This design comes from an exercise in tuning for small area, a short achievable clock period and few clock cycles on the open sky130 flow, not from production work.
At most, simulation tests tie the RTL to the original design; equivalence was not proved.
The flow treats the clock pin as an ideal source. Dropping or thinning the clock tree relies on that and would not hold on a real chip.
No activity file was given, so power comes from the tool's default toggle rates.

// ELA
module ELA(clk, rst, in_data, data_rd, req, wen, addr, data_wr, done);
Settings: LEC_CHECK=0, CAP_MARGIN=20, CORE_MARGIN=2, CORE_UTILIZATION=40, SETUP_SLACK_MARGIN=2.95, SLEW_MARGIN=20, SYNTH_HIERARCHICAL=1; clock period 5.0 ns.
standard.sh (not shown) runs the stock make flow with config.mk's settings and CLKGATE_MAP_FILE= SYNTH_SCRIPT=/design/flow/synth_recipe.tcl, a recipe that flattens the netlist after the stock synthesis.
==> flow/flow/run.sh <==
#!/bin/bash
# Own layout flow: the standard ORFS flow (standard.sh), except that
# - the clock tree is built by flow/cts.tcl, a copy of ORFS's cts.tcl whose
#   TritonCTS call is replaced by one level of clock buffers fed by the clock
#   port (manual_clock_tree there);
# - flow/env.sh may set MAKEVARS, extra ORFS variables for the steps after
#   synthesis. Synthesis is the standard one, unchanged.
# Every tool's output goes to a log in this folder.
set -euo pipefail
W=$(pwd)
rm -rf "$W/scripts"
cp -r "$FLOW_HOME/scripts" "$W/scripts"
cp "$W/flow/cts.tcl" "$W/scripts/cts.tcl"
export SCRIPTS_DIR="$W/scripts"
export CLKTREE_NBUF=4
export CLKTREE_BUF=sky130_fd_sc_hd__clkbuf_16
MAKEVARS=()
if [ -f "$W/flow/env.sh" ]; then source "$W/flow/env.sh"; fi
bash standard.sh synth > "$W/flow_synth.log" 2>&1
for step in floorplan place cts finish; do
  bash standard.sh "${MAKEVARS[@]}" $step > "$W/flow_$step.log" 2>&1
done
test -s "$W/out/final.def"
Other scripts of this flow, unchanged in this note and not shown: flow/flow/cts.tcl, flow/flow/env.sh
Edit:
Settings changed: SETUP_SLACK_MARGIN 2.95 to 3.0.
Result:
- The new run completed with no timing, DRC or antenna violations
- sequential cell count does not change
- worst hold slack gets worse by 7.7 ps
- final cell count grows slightly
- sequential share of layout area goes down by 1.0 points
- routed wire length shrinks slightly
- total power stays flat
- worst setup slack got worse by 120 ps
Edit:
Settings changed: SETUP_SLACK_MARGIN 3.0 to 3.05.
The changed run passed the timing, design-rule and antenna checks. Routed wire length rose by a few percent. Register-to-register slack gets better by 170 ps. Clock power stays flat. Global-route usage rose by 0.69 points.
No functional check of the RTL was part of any run of this note. In every run of this note, the design's own scripts or RTL, not TritonCTS, make the clock network.

---

Setup of build 60:
ELA, a different RTL version from the one above (not shown whole).
Size: ~39 I/O pins, roughly 4600 µm² of cells after synthesis.
Design ELA, start of the top module:
module ELA(clk, rst, in_data, data_rd, req, wen, addr, data_wr, done);
==> flow/config.mk <==
export PLATFORM = sky130hd
export DESIGN_NAME = ELA
export DESIGN_NICKNAME = ELA
export VERILOG_FILES = /design/flow/design.v
export SDC_FILE = /design/flow/constraint.sdc
export NUM_CORES = 8
export LEC_CHECK = 0
export CAP_MARGIN = 20
export CORE_MARGIN = 2
export CORE_UTILIZATION = 40
export SETUP_SLACK_MARGIN = 2.95
export SLEW_MARGIN = 20
==> flow/constraint.sdc <==
create_clock -name core_clock -period 5.0 [get_ports {clk}]
set_input_delay 1.0000 -clock core_clock [delete_from_list [all_inputs] [get_ports {clk}]]
set_output_delay 1.0000 -clock core_clock [all_outputs]
set_load 0.01 [all_outputs]
Scripts as last shown in full above: flow/flow/run.sh
Other scripts of this flow, unchanged in this note and not shown: flow/flow/cts.tcl, flow/flow/env.sh
Testbench counts of build 60, summed over its fixed seeds: cycles 47,392.
Setup changes, build 60 to build 11
-- flow/config.mk --
<<< build 60, line 8
export CAP_MARGIN = 20
export CORE_MARGIN = 2
export CORE_UTILIZATION = 40
export SETUP_SLACK_MARGIN = 2.95
export SLEW_MARGIN = 20
>>> build 11, line 8
export CAP_MARGIN = 20
export CORE_MARGIN = 2
export CORE_UTILIZATION = 50
export SETUP_SLACK_MARGIN = 3.0
export SLEW_MARGIN = 20
--- outcome ---
- Worst setup margin, build 60 and build 11: smaller value in build 11
- As far as number of detailed-routing iterations run before antenna repair goes, build 60 and build 11 are indistinguishable; the numbers are identical.
- The higher fmax of build 60 and build 11 is in build 60.
- Build 11 does worse than build 60 on register-to-register setup slack.
- Build 11 vs. build 60: clock period minus worst slack now larger; clock power comparable.
#### Input delta (build 2 over build 11)
-- flow/config.mk --
<<< build 11, line 8
export CAP_MARGIN = 20
export CORE_MARGIN = 2
export CORE_UTILIZATION = 50
export SETUP_SLACK_MARGIN = 3.0
export SLEW_MARGIN = 20
>>> build 2, line 8
export CAP_MARGIN = 20
export CORE_MARGIN = 2
export CORE_UTILIZATION = 40
export SETUP_SLACK_MARGIN = 3.1
export SLEW_MARGIN = 20
## What came out
- The number of gates given a new drive strength after cts number comes out lower for build 11 vs build 2.
- Diff build 11 -> build 2 | proportion of cell area occupied by registers | decrease of 1.2 points
- [compare] base=build 11 new=build 2: core footprint moved up; final cycle utilization of the critical path now smaller; share of the final layout cell area in multi-input gates roughly the same.
- Looking at build 11 and build 2, the final count of negative-setup-slack endpoints is a wash.
- Build 2: full flow OK, the timing, design-rule and antenna checks passed
- Build 11 finished all stages; the layout is clean.
- Build 2 vs build 11 — wire length on met2 climbed by more than 10%
- In the tables for build 11 and build 2, minimum period implied by the final worst setup slack reads lower with build 2.
- Build 2 vs build 11: maximum vdd drop up in build 2
- Taking build 11 over build 2, the met1 layer wirelength in the final routing ratio works out to 0.913.
#### Input delta (build 10 over build 2)
-- flow/config.mk --
<<< build 2, line 9
export CORE_MARGIN = 2
export CORE_UTILIZATION = 40
export SETUP_SLACK_MARGIN = 3.1
export SLEW_MARGIN = 20
>>> build 10, line 9
export CORE_MARGIN = 2
export CORE_UTILIZATION = 40
export SETUP_SLACK_MARGIN = 2.95
export SLEW_MARGIN = 20
export TNS_END_PERCENT = 0
### Flow results
Compared to build 2, build 10 shows a narrower setup margin. Compared with build 2, build 10 shows a higher fraction of area in registers. Looking at post-route clock period utilization, build 10 sits 1.0 points above build 2. Cmp build 10 vs build 2: total routing resource utilization after global routing lower in build 10.
In every run of this note, the design's own scripts or RTL, not TritonCTS, make the clock network.

## port drivers added, routing unchanged
Ports are ideal in the flow. The routed layouts listed here were re-timed in OpenROAD. Step 1 assumes that a clkbuf_16 drives the clock port and a buf_2 every other input. Step 2 adds t to the input delays and takes it off the output delays; t is the mean of the earliest and latest rising clock arrival at the registers after step 1. Input paths then give back, and output paths get back, about the clock's delay inside the block. a / b / c = ideal / step 1 / step 2; a / b = the first two.
run | t, ns | slack for setup (ns) | slew at the worst register clock pin (ns) | cell pins on the clock port's net
the first run of note 1 | 0.233 | 2.896 / 2.896 / 2.896 | 0.10 / 0.10 | 4
the second run of note 1 | 0.231 | 2.780 / 2.780 / 2.780 | 0.10 / 0.10 | 4
the third run of note 1 | 0.236 | 2.945 / 2.945 / 2.945 | 0.10 / 0.10 | 4
build 60 | 0.232 | 3.005 / 3.005 / 3.005 | 0.10 / 0.10 | 4
build 11 | 0.237 | 2.966 / 2.966 / 2.966 | 0.10 / 0.10 | 4
build 2 | 0.244 | 2.996 / 2.996 / 2.996 | 0.10 / 0.10 | 4
build 10 | 0.232 | 2.945 / 2.945 / 2.945 | 0.10 / 0.10 | 4
After both steps setup and hold are still met in every run listed.
